Context: an optimization exercise on an open-source flow, tuned for small area and a short achievable clock period. The choices shown serve that exercise and are no tape-out recipe. Where RTL was checked, it was by simulation tests only, not by an equivalence proof against the original. Only the layout flow was run in run 1; the RTL was not checked for function there. Power and IR drop assume default switching activity.

==> config.mk <==
export PLATFORM = sky130hd
export DESIGN_NAME = resize_controller
export DESIGN_NICKNAME = resize_controller
export VERILOG_FILES = /design/flow/design.v
export SDC_FILE = /design/flow/constraint.sdc
export NUM_CORES = 4
export LEC_CHECK = 0
export CAP_MARGIN = 20
export CORE_MARGIN = 2
export CORE_UTILIZATION = 40
export PLACE_DENSITY = 0.6
export SLEW_MARGIN = 20
==> constraint.sdc <==
create_clock -name core_clock -period 32.0 [get_ports {clk}]
set_input_delay 6.4000 -clock core_clock [delete_from_list [all_inputs] [get_ports {clk}]]
set_output_delay 6.4000 -clock core_clock [all_outputs]
set_load 0.01 [all_outputs]
==> flow/run.sh <==
#!/bin/bash
set -euo pipefail
bash standard.sh "BUFFER_PORTS_ARGS=-buffer_cell sky130_fd_sc_hd__buf_1" \
  "CTS_ARGS=-sink_clustering_enable -repair_clock_nets -dont_use_dummy_load -buf_list sky130_fd_sc_hd__clkbuf_4 -root_buf sky130_fd_sc_hd__clkbuf_8" \
  "SETUP_SLACK_MARGIN=24.0" finish > flow_make.log 2>&1
==> design.v <==
module rc_next(
    input  wire        done,
    input  wire        stage_flag,
    input  wire [19:0] des,
    input  wire [1:0]  colh,
    input  wire [19:0] s1,
    input  wire [7:0]  g,
    output wire [19:0] des_n,
    output wire [1:0]  colh_n,
    output wire [19:0] s1_n,
    output wire [7:0]  g_n,
    output wire [10:0] fr_n,
    output wire        stage_n,
    output wire        done_n,
    input  wire        a1,
    input  wire        a384,
    output wire        a1_n,
    output wire        a384_n,
    output wire        c7_n,
    output wire        c9_n,
    output wire        c4_n,
    output wire        c13_n,
    output wire        c17_n
);
  wire live = ~done;
  wire [8:0] col = {colh, des[6:0]};
  wire lo127  = &des[6:0];
  wire col0   = (colh == 2'd0) & ~|des[6:0];
  wire c383   = (colh == 2'd2) & lo127;              
  wire c384   = (colh == 2'd3);                      
  wire dz     = ~|des;
  wire end0   = (des == 20'd552959);                 
  wire d147   = (des == 20'd147456);
  wire d294   = (des == 20'd294912);
  wire d442   = (des == 20'd442368);
  wire cwrap = stage_flag ? c384 : c383;
  wire last  = live & (stage_flag ? (c384 & d442) : end0);
  assign stage_n = stage_flag | last;
  assign done_n  = done | (last & stage_flag);
  reg  [19:0] des_inc;
  reg         dc;
  integer     i;
  always @* begin
    dc = live & ~(stage_flag & c384);
    for (i = 0; i < 20; i = i + 1) begin
      des_inc[i] = des[i] ^ dc;
      dc = dc & des[i];
    end
  end
  assign des_n  = last ? 20'd0 : des_inc;
  assign colh_n = (live & cwrap) ? 2'd0 : colh + {1'b0, live & lo127};
  reg  [7:0] g_add;
  reg        gc;
  reg  [7:0] gk;
  integer    j;
  always @* begin
    gk = stage_flag ? ((live & c384) ? 8'd64 : 8'd0) : 8'd171;
    gc = 1'b0;
    for (j = 0; j < 8; j = j + 1) begin
      g_add[j] = g[j] ^ gk[j] ^ gc;
      gc = (g[j] & gk[j]) | (gc & (g[j] ^ gk[j]));
    end
  end
  assign g_n = (~stage_flag & c383) ? 8'd0 : g_add;
  wire [7:0] gmask = stage_flag       ? 8'hFF :
                     (col >= 9'd306)  ? 8'h80 :
                     (col >= 9'd153)  ? 8'hC0 :
                     (col >= 9'd76)   ? 8'hE0 :
                     (col >= 9'd38)   ? 8'hF0 :
                     (col >= 9'd19)   ? 8'hF8 :
                     (col >= 9'd9)    ? 8'hFC :
                     (col >= 9'd4)    ? 8'hFE : 8'hFF;
  wire [7:0] gm = g_n & gmask;
  reg  [2:0] q;
  always @* begin
    casez (gm)
      8'b1???????: q = 3'd7;
      8'b01??????: q = 3'd6;
      8'b001?????: q = 3'd5;
      8'b0001????: q = 3'd4;
      8'b00001???: q = 3'd3;
      8'b000001??: q = 3'd2;
      8'b0000001?: q = 3'd1;
      default:     q = 3'd0;
    endcase
  end
  wire [7:0]  gn = gm << (3'd7 - q);
  assign fr_n = (gm == 8'd0) ? 11'd0 : {4'd7 + {1'b0, q}, gn[6:0]};
  wire carry = (g < 8'd171);      
  reg  [1:0]  kl;                 
  reg  [12:0] kh;                 
  always @* begin
    kl = 2'd1; kh = 13'd0;
    if (done) kl = 2'd0;
    else if (~stage_flag) begin
      if (col0) begin
        if (dz) kl = 2'd0;
        else begin kl = 2'd2; kh = -13'd5; end
      end else if (c383) kh = end0 ? -13'd7195 : 13'd5;
      else kl = carry ? 2'd2 : 2'd1;
    end else begin
      if (col0) begin
        if (dz) begin kl = 2'd3; kh = -13'd5; end
        else if (d147 | d294) kh = -13'd1434;
        else kh = (des[8:7] == 2'd0) ? 13'd6 : 13'd3;
      end else if (c384) begin
        kl = 2'd0;
        if (d147 | d294) kh = 13'd1437;
        else if (d442)   kh = -13'd2883;
        else             kh = -13'd3;
      end
    end
  end
  reg  [6:0]  l_sum;
  reg  [12:0] h_sum;
  reg         lc, hc;
  integer     k;
  always @* begin
    lc = 1'b0;
    for (k = 0; k < 7; k = k + 1) begin
      l_sum[k] = s1[k] ^ (k < 2 ? kl[k] : 1'b0) ^ lc;
      lc = (k < 2 ? (s1[k] & kl[k]) : 1'b0) | (lc & (s1[k] ^ (k < 2 ? kl[k] : 1'b0)));
    end
    hc = lc;
    for (k = 0; k < 13; k = k + 1) begin
      h_sum[k] = s1[7+k] ^ kh[k] ^ hc;
      hc = (s1[7+k] & kh[k]) | (hc & (s1[7+k] ^ kh[k]));
    end
  end
  assign s1_n = {h_sum, l_sum};
  assign a1_n   = live ? ~stage_flag : a1;
  assign a384_n = live ? stage_flag : a384;
  assign c7_n   = a1_n & (&s1_n[6:0]);
  assign c9_n   = a384_n ? (s1_n[8] | s1_n[7]) : (a1_n & (&s1_n[8:0]));
  assign c4_n   = a1_n & (&s1_n[3:0]);
  assign c13_n  = c9_n & (&s1_n[12:9]);
  assign c17_n  = c13_n & (&s1_n[16:13]);
endmodule
module rc_hold #(parameter W = 1) (
    input  wire         en,
    input  wire [W-1:0] nx,
    input  wire [W-1:0] q,
    output wire [W-1:0] d
);
  assign d = en ? nx : q;
endmodule
module resize_controller(
    clk,
    reset_n,
    enable,
    src_addr1,
    src_addr2,
    des_addr,
    stage_flag,
    fraction_part,
    done
);
  input wire clk;
  input wire reset_n;
  input wire enable;
  output reg  done, stage_flag;
  output wire [23-1:0] src_addr1, src_addr2;
  output wire [23-1:0] des_addr;
  output wire [15:0] fraction_part;
  reg [19:0] des;       
  reg [1:0]  colh;      
  reg [19:0] s1;        
  reg [7:0]  g;         
  reg [10:0] fr;        
  assign des_addr      = {3'b000, des};
  assign src_addr1     = {3'b000, s1};
  reg         a1, a384, c7, c9, c4, c13, c17;
  wire        a1_n, a384_n, c7_n, c9_n, c4_n, c13_n, c17_n;
  reg  [19:0] s2;
  integer     m;
  always @* begin
    for (m = 0; m < 4; m = m + 1)
      s2[m] = s1[m] ^ (a1 & (&(s1[3:0] | ~((4'd1 << m) - 4'd1))));
    for (m = 4; m < 7; m = m + 1)
      s2[m] = s1[m] ^ (c4 & (&(s1[6:4] | ~((3'd1 << (m - 4)) - 3'd1))));
    s2[7] = s1[7] ^ (a384 | c7);
    s2[8] = s1[8] ^ (a384 ? ~s1[7] : (c7 & s1[7]));
    for (m = 9; m < 13; m = m + 1)
      s2[m] = s1[m] ^ (c9 & (&(s1[12:9] | ~((4'd1 << (m - 9)) - 4'd1))));
    for (m = 13; m < 17; m = m + 1)
      s2[m] = s1[m] ^ (c13 & (&(s1[16:13] | ~((4'd1 << (m - 13)) - 4'd1))));
    for (m = 17; m < 20; m = m + 1)
      s2[m] = s1[m] ^ (c17 & (&(s1[19:17] | ~((3'd1 << (m - 17)) - 3'd1))));
  end
  assign src_addr2 = {3'b000, s2};
  assign fraction_part = {2'b00, fr, 3'b000};
  wire [19:0] des_n, s1_n;
  wire [1:0]  colh_n;
  wire [7:0]  g_n;
  wire [10:0] fr_n;
  wire        stage_n, done_n;
  rc_next u_next (
    .done(done), .stage_flag(stage_flag), .des(des), .colh(colh), .s1(s1), .g(g),
    .des_n(des_n), .colh_n(colh_n), .s1_n(s1_n), .g_n(g_n), .fr_n(fr_n),
    .stage_n(stage_n), .done_n(done_n),
    .a1(a1), .a384(a384), .a1_n(a1_n), .a384_n(a384_n), .c7_n(c7_n), .c9_n(c9_n),
    .c4_n(c4_n), .c13_n(c13_n), .c17_n(c17_n)
  );
  localparam N = 20 + 2 + 20 + 8 + 11 + 2 + 7;
  wire [N-1:0] d;
  rc_hold #(.W(N)) u_hold (
    .en(enable),
    .nx({des_n, colh_n, s1_n, g_n, fr_n, stage_n, done_n, a1_n, a384_n, c7_n, c9_n, c4_n, c13_n, c17_n}),
    .q ({des,   colh,   s1,   g,   fr,   stage_flag, done, a1, a384, c7, c9, c4, c13, c17}),
    .d (d)
  );
  always @(posedge clk or negedge reset_n) begin
    if (~reset_n) begin
      des        <= 0;
      colh       <= 0;
      s1         <= 0;
      g          <= 0;
      fr         <= 0;
      stage_flag <= 0;
      done       <= 0;
      a1         <= 0;
      a384       <= 0;
      c7         <= 0;
      c9         <= 0;
      c4         <= 0;
      c13        <= 0;
      c17        <= 0;
    end else begin
      {des, colh, s1, g, fr, stage_flag, done, a1, a384, c7, c9, c4, c13, c17} <= d;
    end
  end
endmodule
==> standard.sh <==
#!/bin/bash
# synth_recipe.tcl (not shown) runs the flow's synth.tcl, then flattens the netlist and writes it again
# the make line also repeats each setting of config.mk as NAME=value (left out here)
make -C /OpenROAD-flow-scripts/flow DESIGN_CONFIG=/design/flow/config.mk WORK_HOME=/design/flow/orfs CLKGATE_MAP_FILE= SYNTH_SCRIPT=/design/flow/synth_recipe.tcl "${@:-finish}"
==> results.json, run 1 <==
{
  "status": "finished clean",
  "synth-edff-count": 0,
  "cts_made_buffers": 9,
  "setup_tns_ns": 0,
  "drtIter0Drc": 209,
  "pin_count": 90,
  "cp_max_fo": 74,
  "ant_nets": 0,
  "final_hold_viol_count": 0,
  "setup_viol": 0,
  "fillCellCount": 1175,
  "clockBufferDepth": 2,
  "max_freq_ghz": 0.127,
  "synth_seq_cells": 70,
  "final_core_util": 0.464,
  "final_nets": 628,
  "synth_adder_area_share": 0.158,
  "overflow": 0,
  "maxCapViolations": 0,
  "cts_root_buf": "clkbuf_8",
  "multi_input_area_um2": 2950,
  "critical_path_class": "in -> reg",
  "synth_top_family_by_area": "compound AO/OA/AOI/OAI gates",
  "clk_pin_slew_ns": 0.07,
  "ir_worst_vdd_v": 0.0000255,
  "hold_path_class": "reg -> reg",
  "syn_area_per_cell_um2": 9.94,
  "insertedDiodeCount": 0,
  "via_per_inst": 5.52,
  "rows": 40,
  "power.leakage_nw": 2.51,
  "required_ns": 32.25,
  "holdBufCountCts": 0,
  "routed_wl_um": 11400,
  "place.gp.congestion": 0.839,
  "first_pass_iters": 4,
  "grtUsageTotal": 0.179,
  "rsz0062_at_grt": "no",
  "synth-xor-area-share": 0.0337,
  "grt_max_degree": 75,
  "die_h_um": 115,
  "worstSetupStartpointType": "input pin",
  "synthesis.area_um2": 4940,
  "synthesis.instances": 497,
  "fp.dieW_um": 115,
  "grt_pass1_wl_um": 18800,
  "finalMaxSlewViolations": 0,
  "synthFlopType": "dfrtp_1",
  "vias": 3960,
  "synth.yosys.seq_area_share": 0.355,
  "tritoncts": "yes",
  "clock_latency_ns": 0.36,
  "layout-drive-gt1-share": 0.152,
  "htree_num_levels": 3,
  "slew-limit-headroom": 0.391,
  "synth-async-reset-ratio": 1.00,
  "tightest_slew_ns": 0.914,
  "hold_ws_ns": 0.489,
  "worstPathArrival_ns": 8.09,
  "synth_compound_area_frac": 0.177,
  "grt_pass1_vias": 3807,
  "area_growth_syn_to_layout_pct": 12.8,
  "fin_crit_ns": 7.85,
  "yosysUniqueCellTypes": 73,
  "fin_skew_ns": 0.00941,
  "hpwlAfterDp_um": 7850,
  "drc": 0,
  "p_per_area_nw_per_um2": 66.7,
  "period_share": 0.245,
  "numPortBuffers": 75,
  "dieArea_um2": 13300,
  "start_util": 0.411,
  "yosys_warnings": 2,
  "seq_area_um2": 1760,
  "total_power_w": 0.000372,
  "antenna_found_initial": 0,
  "endpoint_kind": "flop",
  "wl_per_cell_um": 15.9,
  "synth-simple-area-share": 0.153,
  "muxShareOfSynthArea": 0.0491,
  "coreArea_um2": 12000,
  "cts.sinks": 70
}
[cell families (layout without fill, tap and decap cells)]
| group | count (synthesis) | after routing |
|---|---|---|
| and+or+nand+nor | 151 | 151 |
| AOI/OAI and AO/OA | 108 | 108 |
| buffers and inverters | 74 | 135 |
| DFF | 70 | 70 |
| adders and majority gates | 52 | 52 |
| muxes | 22 | 22 |
| xor gates and xnor gates | 19 | 19 |
| other | 1 | 14 |
[state kept, by name (all words and copies together), names as in the netlist]
| signal | cells |
|---|---|
| c7 | 1 |
| fr | 11 |
| done | 1 |
| colh | 2 |
| g | 8 |
| stage_flag | 1 |
| s1 | 20 |
| c17 | 1 |
| c9 | 1 |
| a384 | 1 |
| des | 20 |
| a1 | 1 |
| c4 | 1 |
| c13 | 1 |
[where the power goes]
group          switching (W)  internal (W)
logic              0.0000947     0.0000812
registers          0.0000309      0.000108
clock network      0.0000314     0.0000251
total               0.000157      0.000215
[worst paths after layout]
path	startpoint	endpoint	slack (ns)	depth (start not counted)
max	enable	fr[6]	24.15	5
min	fr[8]	fr[8]	0.49	1
max reg2reg	des[6]	s1[19]	24.43	35
min reg2reg	fr[8]	fr[8]	0.49	1
max in group asynchronous	reset_n	des[4]	25.08	2
min in group asynchronous	reset_n	c13	6.26	2
[synthesized netlist by cell type (2+ instances only)]
| cell type | n | area (µm²) |
|---|---|---|
| dfrtp_1 | 70 | 1750 |
| nand2_1 | 48 | 180 |
| nor2_1 | 36 | 135 |
| ha_1 | 35 | 438 |
| inv_1 | 32 | 120 |
| o2bb2ai_1 | 29 | 254 |
| mux2_2 | 18 | 203 |
| nor3_1 | 18 | 90.1 |
| buf_4 | 17 | 128 |
| fa_1 | 17 | 340 |
| clkbuf_1 | 15 | 56.3 |
| a21oi_1 | 13 | 65.1 |
| xnor2_1 | 13 | 114 |
| nand3_1 | 11 | 55.1 |
| nand4_1 | 11 | 68.8 |
| a31oi_1 | 7 | 43.8 |
| o21ai_0 | 7 | 35.0 |
| nand2b_1 | 6 | 37.5 |
| xor2_1 | 6 | 52.6 |
| o31ai_1 | 5 | 37.5 |
| a211oi_1 | 4 | 30.0 |
| buf_1 | 4 | 15.0 |
| mux2i_1 | 4 | 40.0 |
| o22ai_1 | 4 | 25.0 |
| a211o_1 | 3 | 26.3 |
| buf_6 | 3 | 33.8 |
| a21boi_0 | 2 | 15.0 |
| a21o_1 | 2 | 15.0 |
| a22o_1 | 2 | 17.5 |
| a31o_2 | 2 | 17.5 |
| and2_1 | 2 | 12.5 |
| buf_2 | 2 | 10.0 |
| nor2b_1 | 2 | 12.5 |
| nor4_1 | 2 | 12.5 |
| o211a_1 | 2 | 20.0 |
| o21bai_1 | 2 | 15.0 |
| o221ai_1 | 2 | 17.5 |
| o311a_1 | 2 | 20.0 |
| o32ai_1 | 2 | 17.5 |
| or2_2 | 2 | 12.5 |
[placed cells by master (no fill, tap or decap), drive strengths merged, types with 3 or more instances in the layout]
cell type | netlist | routed
a31o | 3 | 3
xor2 | 6 | 6
nand3 | 12 | 12
nor3 | 19 | 19
ha | 35 | 35
conb | 1 | 14
nand2 | 48 | 48
inv | 32 | 32
nor4 | 3 | 3
o31ai | 6 | 6
a21oi | 14 | 14
dfrtp | 70 | 70
clkbuf | 15 | 10
o2bb2ai | 29 | 29
o22ai | 5 | 5
a211o | 3 | 3
a31oi | 8 | 8
a211oi | 5 | 5
nand4 | 11 | 11
nor2 | 36 | 36
mux2i | 4 | 4
xnor2 | 13 | 13
nand2b | 6 | 6
fa | 17 | 17
mux2 | 18 | 18
o221ai | 3 | 3
o21ai | 8 | 8
o32ai | 3 | 3
buf | 26 | 92
[layer usage]
| metal | wire (µm) | track usage |
|---|---|---|
| met1 | 5510 | 0.247 |
| met2 | 5290 | 0.282 |
| met3 | 364 | 0.0264 |
| met4 | 250 | 0.0747 |
| met5 | 0 | 0 |
[what timing repair did]
action / CTS / global route
gates resized for setup: 3 / 20
pin swaps: 0 / 7
endpoints found under the setup margin: 1 / 3
setup buffers: 0 / 13
[worst max-delay path, stage by stage]
cell and delay [ns]:
clkbuf_2 0.08, buf_4 0.63, inv_1 0.25, buf_4 0.34
a221o_1 0.36
[metrics by stage]
step / instance area (µm²) / worst slack (ns) / instances
2_1_floorplan: 4990 / 24.44 / 510
3_3_place_gp: 5250 / 23.81 / 696
3_5_place_dp: 5250 / 23.80 / 696
4_1_cts: 5390 / 24.00 / 705
5_1_grt: 5570 / 24.05 / 718
6_report: 5570 / 24.15 / 718
[final cells by class]
| cell class | count | area share |
|---|---|---|
| multi-input combinational | 366 | 0.530 |
| sequential | 70 | 0.315 |
| timing repair buffer | 93 | 0.0774 |
| tap | 147 | 0.0330 |
| clock buffer | 9 | 0.0222 |
| inverter | 33 | 0.0222 |
==> inputs of run 2 (changes only) <==
--- a/design.v
+++ b/design.v
@@ -28,7 +28,6 @@
   wire col0   = (colh == 2'd0) & ~|des[6:0];
   wire c383   = (colh == 2'd2) & lo127;              
   wire c384   = (colh == 2'd3);                      
-  wire dz     = ~|des;
   wire end0   = (des == 20'd552959);                 
   wire d147   = (des == 20'd147456);
   wire d294   = (des == 20'd294912);
@@ -94,13 +93,13 @@
     if (done) kl = 2'd0;
     else if (~stage_flag) begin
       if (col0) begin
-        if (dz) kl = 2'd0;
+        if (~a1) kl = 2'd0;               
         else begin kl = 2'd2; kh = -13'd5; end
       end else if (c383) kh = end0 ? -13'd7195 : 13'd5;
       else kl = carry ? 2'd2 : 2'd1;
     end else begin
       if (col0) begin
-        if (dz) begin kl = 2'd3; kh = -13'd5; end
+        if (~a384) begin kl = 2'd3; kh = -13'd5; end    
         else if (d147 | d294) kh = -13'd1434;
         else kh = (des[8:7] == 2'd0) ? 13'd6 : 13'd3;
       end else if (c384) begin
@@ -116,11 +115,13 @@
   reg         lc, hc;
   integer     k;
   always @* begin
-    lc = 1'b0;
-    for (k = 0; k < 7; k = k + 1) begin
-      l_sum[k] = s1[k] ^ (k < 2 ? kl[k] : 1'b0) ^ lc;
-      lc = (k < 2 ? (s1[k] & kl[k]) : 1'b0) | (lc & (s1[k] ^ (k < 2 ? kl[k] : 1'b0)));
-    end
+    l_sum[0] = s1[0] ^ kl[0];
+    lc = s1[0] & kl[0];
+    l_sum[1] = s1[1] ^ kl[1] ^ lc;
+    lc = (s1[1] & kl[1]) | (lc & (s1[1] ^ kl[1]));
+    for (k = 2; k < 7; k = k + 1)
+      l_sum[k] = s1[k] ^ (lc & (&(s1[6:2] | ~((5'd1 << (k - 2)) - 5'd1))));
+    lc = (&s1[6:2]) & (s1[1] ? (s1[0] ? |kl : kl[1]) : (s1[0] & (&kl)));
     hc = lc;
     for (k = 0; k < 13; k = k + 1) begin
       h_sum[k] = s1[7+k] ^ kh[k] ^ hc;
==> run 2 against run 1 <==
Compared with the run above: synthesized area up 0.61%; clock power down 2%; global-route usage up 0.44 points; critical path type is now reg -> out; flip-flop and latch count unchanged; sequential power up 5%; sequential share of layout area up 0.65 points.
==> results.json, run 2 <==
{
  "synth.area.top_cells": "dfrtp_1 35%, ha_1 7.6%, fa_1 6.8%, nand2_1 4.5%, o2bb2ai_1 4.2%",
  "ir_worst_vdd_v": 0.0000409,
  "fillCellCount": 1195,
  "required_ns": 25.60,
  "numPortBuffers": 75,
  "p_clk_frac": 0.148,
  "routed_wl_um": 11600,
  "coreArea_um2": 12100,
  "ant_nets": 0,
  "drc": 0,
  "synth_most_common_cell": "dfrtp_1",
  "grt_pass1_wl_um": 19400,
  "clock_latency_ns": 0.35,
  "antenna_found_initial": 0,
  "final_common_cell": "buf_1",
  "postCtsSetupRepairBufs": 0,
  "pin_count": 90,
  "critical_path_class": "reg -> out",
  "worstSetupStartpointType": "flop",
  "grtUsageTotal": 0.183,
  "first_pass_iters": 4,
  "final_hold_viol_count": 0,
  "start_util": 0.412,
  "period_share": 0.245,
  "top_regs": "des (20), s1 (20), fr (11)",
  "final_core_util": 0.451,
  "yosysTopAreaCell": "dfrtp_1",
  "synth_seq_cells": 70,
  "synthesis.area_um2": 4970,
  "yosys_warnings": 2,
  "maxCapViolations": 0,
  "yosysUniqueCellTypes": 78,
  "cts_made_buffers": 9,
  "power_switching_w": 0.000164,
  "cts.sinks": 70,
  "synth_common_cells": "70 x dfrtp_1, 60 x nand2_1, 40 x inv_1",
  "synth.yosys.seq_area_share": 0.352,
  "endpoint_kind": "primary output",
  "final_cell_area_um2": 5440,
  "max_freq_ghz": 0.128,
  "finalMaxSlewViolations": 0,
  "synth-async-reset-ratio": 1.00,
  "p_per_area_nw_per_um2": 68.6,
  "worstPathArrival_ns": 1.43,
  "clk_pin_slew_ns": 0.07,
  "rows": 40,
  "fp.dieW_um": 115,
  "syn_area_per_cell_um2": 9.54,
  "dieArea_um2": 13300,
  "cp_max_fo": 9,
  "status": "finished clean",
  "slew-limit-headroom": 0.378,
  "worstHoldPathCells": 2,
  "synthFlopType": "dfrtp_1",
  "htree_num_levels": 3,
  "total_power_w": 0.000373,
  "place.gp.congestion": 0.854,
  "vias": 4045,
  "grt_max_degree": 76,
  "reg2regPathDepth": 27,
  "setup_tns_ns": 0,
  "synth-edff-count": 0,
  "area_growth_syn_to_layout_pct": 9.49,
  "layout-drive-gt1-share": 0.0808,
  "place_area_um2": 5310,
  "final_cell_mix": "73 x buf_1, 70 x dfrtp_1, 60 x nand2_1, 39 x inv_1, 30 x ha_1",
  "die_h_um": 115,
  "hold_ws_ns": 0.486,
  "tightest_slew_ns": 0.933,
  "cts_root_buf": "clkbuf_8",
  "reg2reg_slack_ns": 24.76,
  "seqPwrFrac": 0.391,
  "final_nets": 634,
  "power.leakage_nw": 2.40,
  "grt_pass1_vias": 3842,
  "hpwlAfterDp_um": 8160,
  "comb_power_share": 0.461,
  "fin_crit_ns": 7.83,
  "drtIter0Drc": 224,
  "internal_power_w": 0.000209,
  "fin_skew_ns": 0.0173,
  "overflow": 0,
  "synthesis.instances": 521,
  "via_per_inst": 5.39,
  "sw_frac_of_total": 0.440,
  "setup_viol": 0,
  "insertedDiodeCount": 0,
  "tritoncts": "yes",
  "synth_top_area_frac": 0.352,
  "hold_path_class": "reg -> reg",
  "wl_per_cell_um": 15.5,
  "rsz0062_at_grt": "no",
  "clockBufferDepth": 2
}
[run 2: changes by cell type after synthesis, sizes merged, moves of 7 or more]
| cell | before | now |
|---|---|---|
| mux2 | 18 | 7 |
| nor2 | 36 | 29 |
| a21oi | 14 | 22 |
| o21ai | 8 | 27 |
| inv | 32 | 40 |
| nand2 | 48 | 61 |
| nor3 | 19 | 9 |
[run 2: path summary, 6_finish.rpt]
| path | from | end |
|---|---|---|
| worst max register to register | des[5] | s1[18] |
| worst max-delay path | a1 | src_addr2[1] |
| max in group asynchronous | reset_n | fr[1] |
| min in group asynchronous | reset_n | des[5] |
| worst min-delay path | g[3] | g[3] |
| worst min register to register | g[3] | g[3] |
[run 2: power by group through the flow]
stage | sequential (W) | combinational, W | clock [W]
finish | 0.000146 | 0.000172 | 0.0000553
global placement | 0.000146 | 0.000169 | 0
global route | 0.000151 | 0.000194 | 0.0000613
floorplan | 0.000144 | 0.000124 | 0
detailed placement | 0.000147 | 0.000172 | 0
CTS | 0.000146 | 0.000173 | 0.0000575
[run 2: kinds of logic (layout without fill, tap and decap cells)]
logic type | count (synthesis) | count (layout) | synth area share
flip-flops | 70 | 70 | 0.352
XOR/XNOR | 25 | 25 | 0.0441
AND/OR/NAND/NOR | 164 | 164 | 0.174
other | 1 | 14 | 0.000755
multiplexers | 13 | 13 | 0.0279
AO/OA/AOI/OAI | 119 | 119 | 0.177
adder cells (fa/ha/maj) | 48 | 48 | 0.146
buffers and inverters | 81 | 129 | 0.0780
[run 2: critical path: stages (launching register included)]
cell and delay, ns:
dfrtp_1 0.54, ha_1 0.23, xor2_1 0.15, buf_1 0.17
[run 2: layout make-up]
class	instances	area, µm²	area share
Sequential cell	70	1750	0.322
Clock buffer	9	124	0.0228
Tap cell	168	210	0.0386
Timing Repair Buffer	80	325	0.0598
Inverter	40	150	0.0276
Multi-Input combinational cell	383	2880	0.529
[run 2: routing by layer]
metal / global-route usage / vias to the layer above / wire length [µm]
li1: - / 1944 / -
met1: 0.262 / 1976 / 5440
met2: 0.280 / 105 / 5500
met3: 0.0340 / 20 / 463
met4: 0.0635 / 0 / 189
met5: 0 / - / 0
[run 2: per-stage QoR]
step           cells  setup WS [ns]
2_1_floorplan    534          24.40
3_3_place_gp     741          23.68
3_5_place_dp     741          23.63
4_1_cts          750          24.00
5_1_grt          750          24.04
6_report         750          24.17
[run 2: repair_timing]
item,4_1_cts,5_1_grt
resized for setup,0,4
hold buffers,0,0
setup endpoints to repair,0,19
==> inputs of run 3 (changes only) <==
==> flow/run.sh (replaced) <==
#!/bin/bash
set -euo pipefail
bash standard.sh "BUFFER_PORTS_ARGS=-buffer_cell sky130_fd_sc_hd__buf_1" \
  "CTS_ARGS=-sink_clustering_enable -repair_clock_nets -dont_use_dummy_load -buf_list sky130_fd_sc_hd__clkbuf_4 -root_buf sky130_fd_sc_hd__clkbuf_8" \
  "SETUP_SLACK_MARGIN=24.2" finish > flow_make.log 2>&1
==> run 3 against run 2 <==
Compared with the run above: still clean on timing, DRC and antenna; combinational power barely moved; flip-flop and latch count did not move; register-to-register slack barely moved; critical path depth did not move; worst setup slack improved by 0.11 ns; clock power barely moved; clock-buffer cell count did not move; utilization rose by 0.50 points; first-iteration DRC count fell by 1.3%.
==> results.json, run 3 <==
{
  "ir_worst_vdd_v": 0.0000472,
  "htree_num_levels": 3,
  "synth_common_cells": "70 x dfrtp_1, 60 x nand2_1, 40 x inv_1",
  "worstHoldPathCells": 2,
  "antenna_found_initial": 0,
  "grt_max_degree": 76,
  "tightest_slew_ns": 0.934,
  "endpoint_kind": "primary output",
  "rows": 40,
  "critPathSlowestCell": "dfrtp_2",
  "synth.yosys.seq_area_share": 0.352,
  "synth_seq_cells": 70,
  "via_per_inst": 5.37,
  "synth-edff-count": 0,
  "hold_path_class": "reg -> reg",
  "final_common_cell": "buf_1",
  "crit_path_end": "src_addr2[1]",
  "clockBufferDepth": 2,
  "cts.sinks": 70,
  "wl_per_cell_um": 15.4,
  "pin_count": 90,
  "max_freq_ghz": 0.130,
  "place_ws_ns": 23.63,
  "yosys_warnings": 2,
  "first_pass_iters": 6,
  "crit_path_cell_trace": "ha_1 > xor2_1 > clkbuf_2",
  "fin_skew_ns": 0.0174,
  "fin_ws_ns": 24.28,
  "grt_pass1_wl_um": 19400,
  "area_growth_syn_to_layout_pct": 10.7,
  "final_cell_mix": "68 x buf_1, 61 x dfrtp_1, 60 x nand2_1, 39 x inv_1, 29 x ha_1",
  "worstPathArrival_ns": 1.32,
  "grt_pass1_vias": 3842,
  "critical_path_class": "reg -> out",
  "yosysTopAreaCell": "dfrtp_1",
  "cp-startpoint": "s1[0]",
  "insertedDiodeCount": 0,
  "required_ns": 25.60,
  "final_hold_viol_count": 0,
  "coreArea_um2": 12100,
  "synth-async-reset-ratio": 1.00,
  "die_h_um": 115,
  "top_regs": "des (20), s1 (20), fr (11)",
  "start_util": 0.412,
  "synth.area.top_cells": "dfrtp_1 35%, ha_1 7.6%, fa_1 6.8%, nand2_1 4.5%, o2bb2ai_1 4.2%",
  "routed_wl_um": 11600,
  "finalMaxSlewViolations": 0,
  "holdBufCountCts": 0,
  "power.leakage_nw": 2.43,
  "ant_nets": 0,
  "worstSetupStartpointType": "flop",
  "setup_viol": 0,
  "synth_top_area_frac": 0.352,
  "numPortBuffers": 75,
  "rsz0062_at_grt": "yes",
  "cts_made_buffers": 9,
  "syn_area_per_cell_um2": 9.54,
  "cp_slowest_stage_delay_ns": 0.47,
  "synthFlopType": "dfrtp_1",
  "fp.dieW_um": 115,
  "fin_crit_ns": 7.72,
  "dieArea_um2": 13300,
  "cts_root_buf": "clkbuf_8",
  "hpwlAfterDp_um": 8160,
  "reg2regPathDepth": 27,
  "slew-limit-headroom": 0.377,
  "setup_tns_ns": 0,
  "clk_pin_slew_ns": 0.07,
  "period_share": 0.241,
  "vias": 4052,
  "r2r-start": "des[5]",
  "overflow": 0,
  "maxCapViolations": 0,
  "hp-start": "g[3]",
  "clock_latency_ns": 0.35,
  "synth_most_common_cell": "dfrtp_1",
  "p_per_area_nw_per_um2": 68.7,
  "layout-drive-gt1-share": 0.114,
  "r2r-end": "s1[18]",
  "synthesis.area_um2": 4970,
  "place.gp.congestion": 0.854,
  "final_nets": 638,
  "tritoncts": "yes",
  "status": "finished clean",
  "grtUsageTotal": 0.183,
  "drc": 0,
  "synthesis.instances": 521,
  "reg2reg_slack_ns": 24.77,
  "drtIter0Drc": 221,
  "yosysUniqueCellTypes": 78,
  "cp_max_fo": 8
}
run 3: changes by cell type in the layout (fill, tap and decap cells not counted), moves of 2 or more:
cell,previous run,this run
buf_1,73,68
buf_2,1,3
buf_4,4,8
clkbuf_2,1,4
dfrtp_1,70,61
dfrtp_2,0,9
run 3: kinds of logic after synthesis:
kind of cell	count (synthesis)	share of synthesized area
xor+xnor	25	0.0441
compound gates	119	0.177
fa+ha+maj	48	0.146
flops	70	0.352
buf+inv	81	0.0780
simple gates	164	0.174
other cells	1	0.000755
mux	13	0.0279
run 3: stage by stage:
| step | instances | util | total power (W) | instance area (µm²) | hold WS [ns] |
|---|---|---|---|---|---|
| after floorplan | 534 | - | 0.000267 | 5020 | 0.449 |
| after global placement | 741 | 0.440 | 0.000315 | 5310 | 0.463 |
| after detailed placement | 741 | 0.440 | 0.000319 | 5310 | 0.475 |
| after CTS | 750 | 0.451 | 0.000377 | 5440 | 0.488 |
| after global routing | 754 | 0.456 | 0.000412 | 5500 | 0.511 |
| final | 754 | 0.456 | 0.000378 | 5500 | 0.486 |
run 3: worst max-delay path, delay by kind of cell, from the launching register on:
family / cells / cell delay [ns]
DFF: 1 / 0.47
adders and majority gates: 1 / 0.23
buffers and inverters: 1 / 0.15
xor gates and xnor gates: 1 / 0.13
run 3: timing repair:
action | CTS | global route
setup endpoints to repair | 28 | 15
pin swaps | 0 | 0
resized for setup | 6 | 18
buffers inserted | 0 | 4
run 3: cell type report:
cell class                      count  area [µm²]
Timing Repair Buffer               84         365
Sequential cell                    70        1760
Multi-Input combinational cell    383        2890
Fill cell                        1195        6560
Inverter                           40         153
Clock buffer                        9         124
Tap cell                          168         210
run 3: worst min-delay path by stage:
stage | endpoint | slack, ns
after detailed placement | g[3] | 0.47
after global routing | fr[9] | 0.51
after CTS | g[3] | 0.49
after floorplan | g[3] | 0.45
final | g[3] | 0.49
after global placement | g[3] | 0.46
run 3: where the power goes:
group / switching (W) / internal [W]
sequential: 0.0000357 / 0.000111
clock: 0.0000304 / 0.0000251
combinational: 0.0000986 / 0.0000769
run 3: metal layers:
metal  GRT usage  vias up  part of all wire
met5           0        -                 0
met3      0.0340       14             0.041
met2       0.280      108              0.48
met1       0.262     1974              0.46
met4      0.0635        0             0.011
li1            -     1956                 -
==> inputs of run 4 (changes only) <==
--- a/config.mk
+++ b/config.mk
@@ -7,6 +7,6 @@
 export LEC_CHECK = 0
 export CAP_MARGIN = 20
 export CORE_MARGIN = 2
-export CORE_UTILIZATION = 40
-export PLACE_DENSITY = 0.6
+export CORE_UTILIZATION = 60
+export PLACE_DENSITY = 0.75
 export SLEW_MARGIN = 20
==> run 4 against run 3 <==
Compared with the run above: worst hold slack worse by 0.0013 ns; register-to-register slack worse by 0.06 ns; die area is 32% lower; synthesized area stayed put; maximum frequency is 0.43% lower; worst setup slack worse by 0.034 ns; via count is 1.8% higher; first-iteration DRC count is 15% lower; largest power group unchanged.
==> results.json, run 4 <==
{
  "status": "finished clean",
  "syn_area_per_cell_um2": 9.54,
  "synth_top_family_by_area": "compound AO/OA/AOI/OAI gates",
  "die_h_um": 95.0,
  "ant_nets": 0,
  "area_growth_syn_to_layout_pct": 9.26,
  "hpwlAfterDp_um": 7890,
  "finalMaxSlewViolations": 0,
  "first_pass_iters": 5,
  "cp_max_fo": 5,
  "critical_path_class": "reg -> out",
  "fin_crit_ns": 7.75,
  "maxCapViolations": 0,
  "worstSetupStartpointType": "flop",
  "vias": 4126,
  "power.leakage_nw": 2.45,
  "slew-limit-headroom": 0.398,
  "final_cell_mix": "67 x buf_1, 64 x dfrtp_1, 60 x nand2_1, 39 x inv_1, 30 x ha_1",
  "met1_usage": 0.360,
  "drc": 0,
  "synth_top_area_frac": 0.352,
  "fin_ws_ns": 24.25,
  "htree_num_levels": 3,
  "pin_count": 90,
  "cts_made_buffers": 9,
  "rsz0062_at_grt": "no",
  "period_share": 0.242,
  "grt_max_degree": 76,
  "cts_root_buf": "clkbuf_8",
  "yosys_warnings": 2,
  "required_ns": 25.60,
  "overflow": 0,
  "fillCellCount": 685,
  "setup_tns_ns": 0,
  "routed_wl_um": 11300,
  "max_freq_ghz": 0.129,
  "grt_pass1_wl_um": 18800,
  "synth-edff-count": 0,
  "rows": 33,
  "synth.area.top_cells": "dfrtp_1 35%, ha_1 7.6%, fa_1 6.8%, nand2_1 4.5%, o2bb2ai_1 4.2%",
  "clk_pin_slew_ns": 0.07,
  "synth-simple-area-share": 0.174,
  "drtIter0Drc": 188,
  "final_hold_viol_count": 0,
  "top_usage_layer": "met2",
  "synth_common_cells": "70 x dfrtp_1, 60 x nand2_1, 40 x inv_1",
  "p_per_area_nw_per_um2": 70.5,
  "fin_skew_ns": 0.0184,
  "final_nets": 640,
  "layout-drive-gt1-share": 0.112,
  "worstHoldPathCells": 1,
  "tritoncts": "yes",
  "grtUsageMet3": 0.0356,
  "coreArea_um2": 8130,
  "top_regs": "des (20), s1 (20), fr (11)",
  "ir_worst_vdd_v": 0.0000543,
  "yosysTopAreaCell": "dfrtp_1",
  "hold_path_class": "reg -> reg",
  "synthesis.area_um2": 4970,
  "grt_pass1_vias": 3882,
  "tightest_slew_ns": 0.903,
  "place.gp.congestion": 0.864,
  "reg2reg_slack_ns": 24.71,
  "wl_per_cell_um": 16.3,
  "grtUsageTotal": 0.265,
  "yosysUniqueCellTypes": 78,
  "synth_adder_area_share": 0.146,
  "cts.sinks": 70,
  "start_util": 0.611,
  "met2_usage": 0.446,
  "hp-start": "fr[9]",
  "synthesis.instances": 521,
  "synth-async-reset-ratio": 1.00,
  "via_per_inst": 5.95,
  "numPortBuffers": 75,
  "antenna_found_initial": 0,
  "final_cell_area_um2": 5430,
  "r2r-end": "c17",
  "insertedDiodeCount": 0,
  "synth_seq_cells": 70,
  "synth-xor-area-share": 0.0441,
  "clockBufferDepth": 2,
  "synth_compound_area_frac": 0.177,
  "worstPathArrival_ns": 1.35,
  "place_area_um2": 5230,
  "synthFlopType": "dfrtp_1",
  "muxShareOfSynthArea": 0.0279,
  "dieArea_um2": 9030,
  "hold_end": "fr[9]",
  "reg2regPathDepth": 25,
  "setup_viol": 0,
  "synth_most_common_cell": "dfrtp_1",
  "r2r-start": "des[5]",
  "endpoint_kind": "primary output",
  "place_ws_ns": 23.70,
  "final_common_cell": "buf_1",
  "synth.yosys.seq_area_share": 0.352,
  "hold_ws_ns": 0.485,
  "clock_latency_ns": 0.35,
  "fp.dieW_um": 95.0
}
[run 4: metrics by stage]
| stage | cells | power (W) | utilization |
|---|---|---|---|
| after floorplan | 534 | 0.000267 | - |
| after global placement | 678 | 0.000311 | 0.643 |
| after detailed placement | 678 | 0.000320 | 0.643 |
| after CTS | 688 | 0.000377 | 0.660 |
| after global routing | 693 | 0.000415 | 0.668 |
| final | 693 | 0.000383 | 0.668 |
[run 4: power by group]
part,internal [W],leakage [nW],total (W),switching (W)
registers,0.000111,0.880,0.000145,0.0000340
logic,0.0000794,1.50,0.000181,0.000102
clock network,0.0000251,0.0647,0.0000568,0.0000317
total,0.000215,2.45,0.000383,0.000168
[run 4: worst max-delay path by stage]
stage | cells after the start | end | from
after floorplan | 4 | c7 | enable
after global placement | 5 | c9 | enable
after detailed placement | 5 | c9 | enable
after CTS | 3 | src_addr2[1] | a1
after global routing | 4 | src_addr2[7] | a384
final | 3 | src_addr2[18] | s1[17]
[run 4: area by class of cell]
cell class / count / area (µm²) / area share
multi-input cells: 383 / 2880 / 0.531
repair buffers: 86 / 382 / 0.0703
clock buffers: 9 / 124 / 0.0228
well taps: 105 / 131 / 0.0242
flip-flops and latches: 70 / 1760 / 0.324
inverters: 40 / 150 / 0.0276
[run 4: timing repair]
action	in CTS	in global routing
pin swaps	0	1
endpoints found under the setup margin	6	16
setup buffers	1	5
gates cloned	0	0
hold buffers	0	0
hold endpoints to repair	0	0
resized for setup	1	20
[run 4: cells by family (layout without fill, tap and decap cells)]
group	count (synthesis)	in the layout
AO/OA/AOI/OAI	119	119
XOR/XNOR	25	25
multiplexers	13	13
buffers and inverters	81	135
other	1	14
adder cells (fa/ha/maj)	48	48
AND/OR/NAND/NOR	164	164
flip-flops	70	70
[run 4: routing by layer]
layer | wire, µm | share of wire
met1 | 4980 | 0.44
met2 | 5650 | 0.50
met3 | 488 | 0.043
met4 | 206 | 0.018
met5 | 0 | 0
[run 4: worst max-delay path, stage by stage (launching register included)]
cell and delay (ns):
dfrtp_1 0.44, ha_1 0.24, xor2_1 0.17, clkbuf_2 0.15
==> inputs of run 5 (changes only) <==
--- a/design.v
+++ b/design.v
@@ -70,21 +70,13 @@
                      (col >= 9'd9)    ? 8'hFC :
                      (col >= 9'd4)    ? 8'hFE : 8'hFF;
   wire [7:0] gm = g_n & gmask;
-  reg  [2:0] q;
-  always @* begin
-    casez (gm)
-      8'b1???????: q = 3'd7;
-      8'b01??????: q = 3'd6;
-      8'b001?????: q = 3'd5;
-      8'b0001????: q = 3'd4;
-      8'b00001???: q = 3'd3;
-      8'b000001??: q = 3'd2;
-      8'b0000001?: q = 3'd1;
-      default:     q = 3'd0;
-    endcase
-  end
-  wire [7:0]  gn = gm << (3'd7 - q);
-  assign fr_n = (gm == 8'd0) ? 11'd0 : {4'd7 + {1'b0, q}, gn[6:0]};
+  wire       z4 = ~|gm[7:4];
+  wire [7:0] n4 = z4 ? {gm[3:0], 4'd0} : gm;
+  wire       z2 = ~|n4[7:6];
+  wire [7:0] n2 = z2 ? {n4[5:0], 2'd0} : n4;
+  wire       z1 = ~n2[7];
+  wire [6:0] n1 = z1 ? n2[5:0] << 1 : n2[6:0];
+  assign fr_n = (gm == 8'd0) ? 11'd0 : {4'd14 - {1'b0, z4, z2, z1}, n1};
   wire carry = (g < 8'd171);      
   reg  [1:0]  kl;                 
   reg  [12:0] kh;                 
--- a/config.mk
+++ b/config.mk
@@ -7,6 +7,6 @@
 export LEC_CHECK = 0
 export CAP_MARGIN = 20
 export CORE_MARGIN = 2
-export CORE_UTILIZATION = 60
-export PLACE_DENSITY = 0.75
+export CORE_UTILIZATION = 40
+export PLACE_DENSITY = 0.6
 export SLEW_MARGIN = 20
==> run 5 against run 4 <==
Compared with the run above: clock skew shrank 0.0015 ns; critical path type unchanged; still clean on timing, DRC and antenna; flip-flop and latch count did not move; maximum frequency is 0.18% higher; die area is 44% higher; highest routed layer unchanged.
==> results.json, run 5 <==
{
  "max_freq_ghz": 0.129,
  "comb_power_share": 0.210,
  "drtIter0Drc": 317,
  "power.leakage_nw": 2.56,
  "start_util": 0.406,
  "wl_per_cell_um": 15.6,
  "final_core_util": 0.452,
  "tritoncts": "yes",
  "coreArea_um2": 11900,
  "worstSetupStartpointType": "flop",
  "synthesis.area_um2": 4840,
  "cts_root_buf": "clkbuf_8",
  "synthFlopType": "dfrtp_1",
  "stdcell_count": 724,
  "required_ns": 25.60,
  "via_per_inst": 5.46,
  "clockBufferDepth": 2,
  "dp.cells": 709,
  "antenna_found_initial": 0,
  "fp.dieW_um": 114,
  "overflow": 0,
  "reg2reg_slack_ns": 25.18,
  "synth-async-reset-ratio": 1.00,
  "numPortBuffers": 75,
  "final_hold_viol_count": 0,
  "yosysUniqueCellTypes": 62,
  "drc": 0,
  "yosysTopAreaCell": "dfrtp_1",
  "rsz0062_at_grt": "yes",
  "r2r-start": "des[1]",
  "yosys_warnings": 2,
  "hold_end": "g[5]",
  "cts_made_buffers": 9,
  "synth_top_area_frac": 0.362,
  "grt_max_degree": 71,
  "hpwlAfterDp_um": 7980,
  "clock_latency_ns": 0.35,
  "slew-limit-headroom": 0.307,
  "final_cell_mix": "69 x buf_1, 64 x dfrtp_1, 56 x nand2_1, 36 x inv_1, 29 x ha_1",
  "period_share": 0.242,
  "grt_pass1_wl_um": 18800,
  "cp_max_fo": 5,
  "rows": 40,
  "ant_nets": 0,
  "worstPathArrival_ns": 1.34,
  "area_growth_syn_to_layout_pct": 11.2,
  "maxCapViolations": 0,
  "power_switching_w": 0.0000607,
  "synthesis.instances": 510,
  "critical_path_class": "reg -> out",
  "synth.yosys.seq_area_share": 0.362,
  "setup_viol": 0,
  "synth_seq_cells": 70,
  "insertedDiodeCount": 0,
  "final_nets": 628,
  "fin_skew_ns": 0.0169,
  "cts.sinks": 70,
  "dieArea_um2": 13000,
  "status": "finished clean",
  "hold_path_class": "reg -> reg",
  "synth.area.top_cells": "dfrtp_1 36%, ha_1 7.5%, fa_1 7.0%, o2bb2ai_1 4.9%, nand2_1 4.3%",
  "vias": 3950,
  "hp-start": "g[5]",
  "p_clk_frac": 0.282,
  "synth-edff-count": 0,
  "synth_most_common_cell": "dfrtp_1",
  "syn_area_per_cell_um2": 9.49,
  "fillCellCount": 1191,
  "internal_power_w": 0.000136,
  "final_common_cell": "buf_1",
  "hold_ws_ns": 0.474,
  "synth_common_cells": "70 x dfrtp_1, 56 x nand2_1, 37 x inv_1",
  "fin_crit_ns": 7.74,
  "sw_frac_of_total": 0.309,
  "finalMaxSlewViolations": 0,
  "clk_pin_slew_ns": 0.06,
  "reg2regPathDepth": 25,
  "grtUsageTotal": 0.181,
  "routed_wl_um": 11300,
  "grt_pass1_vias": 3836,
  "endpoint_kind": "primary output",
  "die_h_um": 114,
  "p_per_area_nw_per_um2": 36.5,
  "seqPwrFrac": 0.508,
  "ir_worst_vdd_v": 0.0000132,
  "first_pass_iters": 5,
  "layout-drive-gt1-share": 0.0884,
  "worstHoldPathCells": 2,
  "place.gp.congestion": 0.831,
  "setup_tns_ns": 0,
  "htree_num_levels": 3,
  "r2r-end": "c17",
  "pin_count": 90,
  "tightest_slew_ns": 1.03,
  "top_regs": "des (20), s1 (20), fr (11)"
}
## run 5: layout make-up
cell class,count,area (µm²),share of cell area
flip-flops and latches,70,1760,0.327
multi-input cells,376,2790,0.519
repair buffers,85,380,0.0707
inverters,37,141,0.0263
clock buffers,9,124,0.0230
well taps,147,184,0.0342
## run 5: power groups by stage
| stage | combinational, W | clock, W | sequential [W] |
|---|---|---|---|
| 6_report | 0.0000412 | 0.0000554 | 0.0000999 |
| 2_1_floorplan | 0.0000269 | 0 | 0.000103 |
| 4_1_cts | 0.0000402 | 0.0000580 | 0.0000999 |
| 3_5_place_dp | 0.0000399 | 0 | 0.000101 |
| 5_1_grt | 0.0000463 | 0.0000618 | 0.000101 |
| 3_3_place_gp | 0.0000391 | 0 | 0.000101 |
## run 5: metrics by stage
step	instance area (µm²)	setup WS [ns]	power [W]
2_1_floorplan	4890	24.49	0.000130
3_3_place_gp	5170	23.60	0.000140
3_5_place_dp	5170	23.56	0.000141
4_1_cts	5310	24.20	0.000198
5_1_grt	5380	24.17	0.000209
6_report	5380	24.26	0.000197
## run 5: cell families (layout without fill, tap and decap cells)
logic type / after synthesis / in the layout / share of synthesized area
other: 1 / 14 / 0.000775
xor gates and xnor gates: 25 / 25 / 0.0481
adders and majority gates: 47 / 47 / 0.147
AOI/OAI and AO/OA: 118 / 118 / 0.171
buffers and inverters: 77 / 131 / 0.0732
and+or+nand+nor: 157 / 157 / 0.165
DFF: 70 / 70 / 0.362
muxes: 15 / 15 / 0.0331
## run 5: timing repair
action | CTS | global route
hold buffers | 0 | 0
setup endpoints to repair | 10 | 12
pin swaps | 0 | 1
buffers inserted | 0 | 6
gates resized for setup | 9 | 10
## run 5: worst max-delay path by stage
stage                start      endpoint  slack [ns]
floorplan           enable       colh[0]       24.49
global placement    enable         fr[4]       23.60
detailed placement  enable         fr[4]       23.56
CTS                 enable         fr[4]       24.20
global route          a384  src_addr2[8]       24.17
finish                a384  src_addr2[8]       24.26
## run 5: worst max-delay path: stages, from the launching register on
cell and delay [ns]:
dfrtp_2 0.46, inv_4 0.11, nand3_2 0.07, o21ai_2 0.08, xnor2_1 0.13, buf_2 0.15
## run 5: routing by layer
layer / vias up / wire [µm] / track usage
li1: 1921 / - / -
met1: 1934 / 5370 / 0.257
met2: 89 / 5350 / 0.278
met3: 6 / 507 / 0.0276
met4: 0 / 64 / 0.0732
met5: - / 0 / 0

[what the ideal ports hide]
In the flow no input, the clock included, has a driving cell. The finished layouts below were timed again as built, in two steps.
Step 1 sets driving cells, clkbuf_16 on the clock port and buf_2 on the other inputs (assumed; they add their load-dependent delay and slew).
Step 2 also shifts input and output timing later by t, the mid clock arrival at the registers, as if the neighbouring blocks saw the same clock.
a / b / c = ideal / step 1 / step 2; a / b = the first two.
run	t, ns	setup WS [ns]	latest minus earliest clock arrival (ns)	worst register clock-pin slew, ns	worst data-port slew with drivers (ns)
run 1	0.390	24.153 / 24.162 / 23.772	0.010 / 0.009	0.07 / 0.07	0.03
run 2	0.376	24.173 / 24.140 / 23.811	0.018 / 0.017	0.08 / 0.08	0.03
run 3	0.371	24.284 / 24.252 / 23.957	0.017 / 0.017	0.08 / 0.08	0.03
run 4	0.371	24.251 / 24.218 / 24.001	0.019 / 0.019	0.08 / 0.08	0.03
run 5	0.378	24.265 / 24.232 / 23.940	0.017 / 0.017	0.08 / 0.08	0.03
After both steps every run listed still meets setup and hold. For run 1, which loses most, drivers alone change the setup slack by +0.009 ns; drivers and shift together by -0.381 ns.
